Background: an optimization exercise with open tools, aiming at small area, a short achievable clock period and few clock cycles per item. Do not read the settings as production practice.
In this exercise RTL edits were held to simulation tests only and were not proved equivalent to the original.

## job 101
==> flow/design.v (excerpt) <==
module EC_TOP(
    clk, rst_n, in_valid,
    in_Px, in_Py, in_Qx, in_Qy, in_prime, in_a,
    out_valid, out_Rx, out_Ry
);
==> flow/config.mk <==
export PLATFORM = sky130hd
export DESIGN_NAME = EC_TOP
export DESIGN_NICKNAME = EC_TOP
export VERILOG_FILES = /design/flow/design.v
export SDC_FILE = /design/flow/constraint.sdc
export NUM_CORES = 4
export LEC_CHECK = 0
export ABC_AREA = 1
export CAP_MARGIN = 20
export CORE_MARGIN = 2
export CORE_UTILIZATION = 55
export CTS_BUF_LIST = sky130_fd_sc_hd__clkbuf_8
export SLEW_MARGIN = 20
export SETUP_SLACK_MARGIN = 33.0
export BUFFER_PORTS_ARGS = -buffer_cell sky130_fd_sc_hd__buf_1
==> flow/constraint.sdc <==
create_clock -name core_clock -period 44.0 [get_ports {clk}]
set_input_delay 8.8000 -clock core_clock [delete_from_list [all_inputs] [get_ports {clk}]]
set_output_delay 8.8000 -clock core_clock [all_outputs]
set_load 0.01 [all_outputs]
standard.sh (not shown) runs the stock make flow with config.mk's settings and CLKGATE_MAP_FILE= SYNTH_SCRIPT=/design/flow/synth_recipe.tcl, a recipe that flattens the netlist after the stock synthesis.
==> flow/flow/run.sh <==
#!/bin/bash
set -euo pipefail
TARGET_NS=$(cat flow/target_ns)
MARGIN=$(python3 -c "print(round(${FLOW_PERIOD_NS} - ${TARGET_NS}, 3))")
echo "export SETUP_SLACK_MARGIN = ${MARGIN}" >> config.mk
echo "export BUFFER_PORTS_ARGS = -buffer_cell sky130_fd_sc_hd__buf_1" >> config.mk
bash standard.sh > standard_make.log 2>&1
==> flow/flow/target_ns <==
11.0
No stage failed in job 101, and the final checks on the layout all came back clean.
Testbench counts of job 101, summed over its fixed seeds: cycles 95,992, items 16,000.
### job 101 -> job 102
Settings: SETUP_SLACK_MARGIN now 32.6, was 33.0.
==> flow/flow/target_ns <==
11.4
## What came out
Job 102 finished all stages; the layout is clean.
Job 102 vs. job 101: clock-pin slew on the worst setup and hold paths essentially unchanged, average wire length per cell after detail routing increased by 1.6% relative to the old numbers.
NOTE footprint of the multi-input gates job 101->job 102 decreased slightly
Job 101 was larger in final cell area than job 102.
Between job 101 and job 102, the flow reports non-clock buffer count decreasing by more than 10%.
Job 102: ratio of final minimum period to clock period higher than job 101
Compared job 102 vs job 101, and path depth of the worst reg2reg path is down in job 102.
Delta (job 102 minus job 101): clock skew about even, fraction of area in registers rose 0.33 points.

---

EC_TOP again, from the RTL that the note above started with.
Design EC_TOP, start of the top module:
module EC_TOP(
    clk, rst_n, in_valid,
    in_Px, in_Py, in_Qx, in_Qy, in_prime, in_a,
    out_valid, out_Rx, out_Ry
);
    input clk, rst_n, in_valid;
    input [6-1:0] in_Px, in_Py, in_Qx, in_Qy, in_prime, in_a;
    output reg out_valid;
    output reg [6-1:0] out_Rx, out_Ry;
    reg c1, c2, c3, c4;
    always @(posedge clk or negedge rst_n) begin
        if (!rst_n) begin
            c1 <= 1'b0; c2 <= 1'b0; c3 <= 1'b0; c4 <= 1'b0; out_valid <= 1'b0;
        end else begin
            c1 <= in_valid;
            c2 <= c1;
            c3 <= c2;
            c4 <= c3;
            out_valid <= c4;
        end
    end
    wire      in_dbl = (in_Px == in_Qx);
    reg [5:0] p, px, qx, npy;
    always @(posedge clk) begin
        if (in_valid) begin
            p   <= in_prime;
            px  <= in_Px;
            qx  <= in_Qx;
            npy <= in_prime - in_Py;
        end
    end
    reg [5:0] cq;                
    reg       dbl, cadd;         
    always @(posedge clk) begin
        cq   <= !in_valid ? 6'd0 : in_dbl ? in_a : in_Qy;
        dbl  <= in_dbl;
        cadd <= in_valid & !in_dbl;
    end
    wire [7:0] d    = dbl ? ({2'b0, p} - {1'b0, npy, 1'b0}) : ({2'b0, qx} - {2'b0, px});
    wire       dneg = d[7];
    wire [5:0] dabs = dneg ? (6'd0 - d[5:0]) : d[5:0];
    wire [6:0] dcmp = {1'b0, p} - {dabs, 1'b0};         
    wire       fold = dcmp[6];
    wire [5:0] xh   = fold ? (p - dabs) : dabs;
    wire [5:0] jh;
    INV_IP u_inv (.p(p), .x(xh[4:0]), .y(jh));
    wire [5:0] jv   = (dneg ^ fold) ? (p - jh) : jh;
    reg  [7:0] ra;               
    reg  [5:0] rb;               
    wire [7:0] k3a = {1'b0, p, 1'b0};
    wire [7:0] k3b = {2'b11, ~px};
    wire [7:0] k3c = {2'b11, ~qx};
    wire [7:0] k3s;
    EC_RCA #(8) u_k3 (.a(k3a ^ k3b ^ k3c), .b({((k3a & k3b) | (k3a & k3c) | (k3b & k3c)), 1'b0}),
                      .ci(1'b1), .s(k3s));
    wire [6:0] k3  = k3s[6:0] + 7'd1;
  ...
clock: 44.0 ns
lec_check: 0
abc_area: 1
cap_margin: 5
core_margin: 2
core_utilization: 55
cts_buf_list: sky130_fd_sc_hd__clkbuf_8
slew_margin: 5
setup_slack_margin: 32.8
buffer_ports_args: -buffer_cell sky130_fd_sc_hd__buf_1
==> flow/flow/target_ns <==
11.2
Scripts as last shown in full above: flow/flow/run.sh
Testbench counts at the start, summed over its fixed seeds: cycles 95,992, items 16,000.
Next try:
CAP_MARGIN = 20   (was 5)
SLEW_MARGIN = 20   (was 5)
The new run passed the timing, design-rule and antenna checks.
Via count does not change.
Maximum frequency does not change.
Utilization does not change.
Clock-buffer cell count is unchanged.
Hold slack stays the same.
Global-route usage does not change.
Setup slack is unchanged.
Final cell count stays the same.

---

Another version of the RTL of EC_TOP (not shown whole).
Size: ~1700 cells after synthesis, ~63 flip-flops, about 12000 um^2 of cells after synthesis.
Settings: LEC_CHECK=0, ABC_AREA=1, CAP_MARGIN=20, CORE_MARGIN=2, CORE_UTILIZATION=40, CTS_BUF_LIST=sky130_fd_sc_hd__clkbuf_8, SLEW_MARGIN=20, SETUP_SLACK_MARGIN=33.2, BUFFER_PORTS_ARGS=-buffer_cell sky130_fd_sc_hd__buf_1; clock period 44.0 ns.
==> flow/flow/target_ns <==
10.8
Scripts as last shown in full above: flow/flow/run.sh
Testbench counts at the start, summed over its fixed seeds: cycles 95,992, items 16,000.
Then changed:
==> flow/flow/target_ns (replaced) <==
11.2
Settings changed: SETUP_SLACK_MARGIN 33.2 to 32.8.
Result: The new run went through all stages and came out clean. Worst setup slack degrades by 0.16 ns. Flip-flop and latch count stays the same. Synthesized cell count does not change. Critical path depth climbs by 1. Cell area drops slightly. Area after synthesis does not change. Cell count drops slightly.
Then changed:
Settings changed: CORE_UTILIZATION 40 to 55.
What happened:
- flip-flop and latch count is unchanged
- final cell count fell by 5.3%
- global-route usage rose by 7.8 points
- utilization rose by 16 points
- worst setup slack improves by 0.088 ns
- die area fell by 27%
- critical path depth rose by 2
- non-clock buffer count fell by 4
- worst hold slack improves by 0.013 ns

---

Setup of north:
Another version of the RTL of EC_TOP (not shown whole).
Size in the first run: about 1700 cells after synthesis, about 52 I/O pins.
Settings: LEC_CHECK=0, ABC_AREA=1, CAP_MARGIN=20, CORE_MARGIN=2, CORE_UTILIZATION=40, SLEW_MARGIN=20, SETUP_SLACK_MARGIN=32.8, BUFFER_PORTS_ARGS=-buffer_cell sky130_fd_sc_hd__buf_2; clock period 44.0 ns.
==> flow/flow/run.sh <==
#!/bin/bash
set -euo pipefail
TARGET_NS=$(cat flow/target_ns)
MARGIN=$(python3 -c "print(round(${FLOW_PERIOD_NS} - ${TARGET_NS}, 3))")
echo "export SETUP_SLACK_MARGIN = ${MARGIN}" >> config.mk
echo "export BUFFER_PORTS_ARGS = -buffer_cell sky130_fd_sc_hd__buf_2" >> config.mk
bash standard.sh > standard_make.log 2>&1
==> flow/flow/target_ns <==
11.2
north did not stop at any stage, and its layout met the timing, design-rule and antenna checks.
Testbench counts of north, summed over its fixed seeds: cycles 95,992, items 16,000.
Changes in south relative to north:
-- flow/flow/run.sh --
<<< north, line 6
echo "export BUFFER_PORTS_ARGS = -buffer_cell sky130_fd_sc_hd__buf_2" >> config.mk
>>> south, line 6
==> flow/flow/target_ns <==
12.0
-- flow/config.mk --
<<< north, line 13
export SETUP_SLACK_MARGIN = 32.8
export BUFFER_PORTS_ARGS = -buffer_cell sky130_fd_sc_hd__buf_2
>>> south, line 13
export SETUP_SLACK_MARGIN = 32.0
--- outcome ---
- Of south and north, south shows the lower slew at the pin with the worst max-slew slack, with north above it.
- Count of clock-buffer cells in the layout (higher): south
- Core box area came out exactly the same in south and north.
- Cell area after layout, south and north, higher one = north.
The inputs of east differ from those of south as listed below.
-- flow/flow/run.sh --
<<< south, line 6
>>> east, line 6
echo "export BUFFER_PORTS_ARGS = -buffer_cell sky130_fd_sc_hd__buf_1" >> config.mk
==> flow/flow/target_ns <==
11.2
-- flow/config.mk --
<<< south, line 13
export SETUP_SLACK_MARGIN = 32.0
>>> east, line 13
export SETUP_SLACK_MARGIN = 32.8
export BUFFER_PORTS_ARGS = -buffer_cell sky130_fd_sc_hd__buf_1
Findings:
In the metrics for south and east, the one carrying the higher minimum setup slack in the final design is east. Between south and east, the total track usage figures differ only marginally.
The following lists how west was set up differently from east:
-- flow/flow/run.sh --
<<< east, line 6
echo "export BUFFER_PORTS_ARGS = -buffer_cell sky130_fd_sc_hd__buf_1" >> config.mk
>>> west, line 6
-- flow/config.mk --
<<< east, line 14
export BUFFER_PORTS_ARGS = -buffer_cell sky130_fd_sc_hd__buf_1
>>> west, line 14
- Delta (west minus east): top achievable clock speed did not really move, wire length -about 1%, fraction of standard cell area in multi-input logic -1.7 points, non-clock buffer count in the final layout shows an increase of about 6.5%, fraction of final layout cells sized beyond drive strength 1 up 0.38 points.
- Diff east -> west: area added between synthesis and finish increased by 2.6 points relative to the old numbers; quantity of I/O buffers inserted on ports closely matched the old numbers; number of global-route vias before repair increased by 67 relative to the old numbers.
- Summary of west over east: half-perimeter wire length after detailed placement went down.
- A worst setup path endpoint of ra[3]$_DFF_P_ is what west shows, while rb[1]$_DFF_P_ belongs to east.
For middle, these inputs were changed with respect to west:
==> flow/flow/target_ns <==
10.5
-- flow/config.mk --
<<< west, line 13
export SETUP_SLACK_MARGIN = 32.8
>>> middle, line 13
export SETUP_SLACK_MARGIN = 33.5
Findings:
Compared with west, middle shows length in cells of the worst reg-to-reg path higher by about 9%.
On final net count, middle and west are neck and neck.
First-iteration DRC count (middle / west): 0.917
| length of routed met3 wiring | middle vs west | about 6% lower |
Final design area excluding fillers: middle and west compared, higher one is middle
Density: middle denser than west
On via count, middle tracks west almost exactly.
Changes observed in middle relative to west: number of signal-net buffers in the layout increased by 1 relative to the old numbers, total length of routed wires moved down, delay of the slowest critical-path stage shows no meaningful change.

[port drivers added, routing unchanged]
The results above use ideal ports. As a check the final layouts listed here were re-extracted and re-timed, cells and wires unchanged. Step 1 assumes that a clkbuf_16 drives the clock port and a buf_2 every other input. Step 2 adds t to the input delays and takes it off the output delays; t is the mean of the earliest and latest rising clock arrival at the registers after step 1. Input paths then give back, and output paths get back, about the clock's delay inside the block. a / b / c = ideal ports / drivers / drivers and shift; a / b = the first two.
| run | shift t [ns] | setup WS [ns] | worst setup path at the end | slew at the worst register clock pin (ns) |
|---|---|---|---|---|
| job 101 | 0.397 | 32.947 / 32.947 / 32.947 | register to register | 0.09 / 0.09 |
| job 102 | 0.404 | 32.879 / 32.879 / 32.879 | register to register | 0.10 / 0.10 |
| the first run of note 2 | 0.411 | 32.998 / 32.998 / 32.998 | register to register | 0.09 / 0.09 |
| the second run of note 2 | 0.411 | 32.998 / 32.998 / 32.998 | register to register | 0.09 / 0.09 |
| the first run of note 3 | 0.418 | 32.923 / 32.923 / 32.923 | register to register | 0.10 / 0.10 |
| the second run of note 3 | 0.403 | 32.763 / 32.763 / 32.763 | register to register | 0.09 / 0.09 |
| the third run of note 3 | 0.394 | 32.851 / 32.851 / 32.851 | register to register | 0.09 / 0.09 |
| north | 0.386 | 32.812 / 32.812 / 32.812 | register to register | 0.07 / 0.07 |
| south | 0.385 | 32.509 / 32.509 / 32.509 | register to register | 0.07 / 0.07 |
| east | 0.382 | 32.879 / 32.879 / 32.879 | register to register | 0.06 / 0.06 |
| west | 0.389 | 32.862 / 32.862 / 32.862 | register to register | 0.07 / 0.07 |
| middle | 0.383 | 32.653 / 32.653 / 32.653 | register to register | 0.07 / 0.07 |
After both steps every run listed still meets setup and hold.
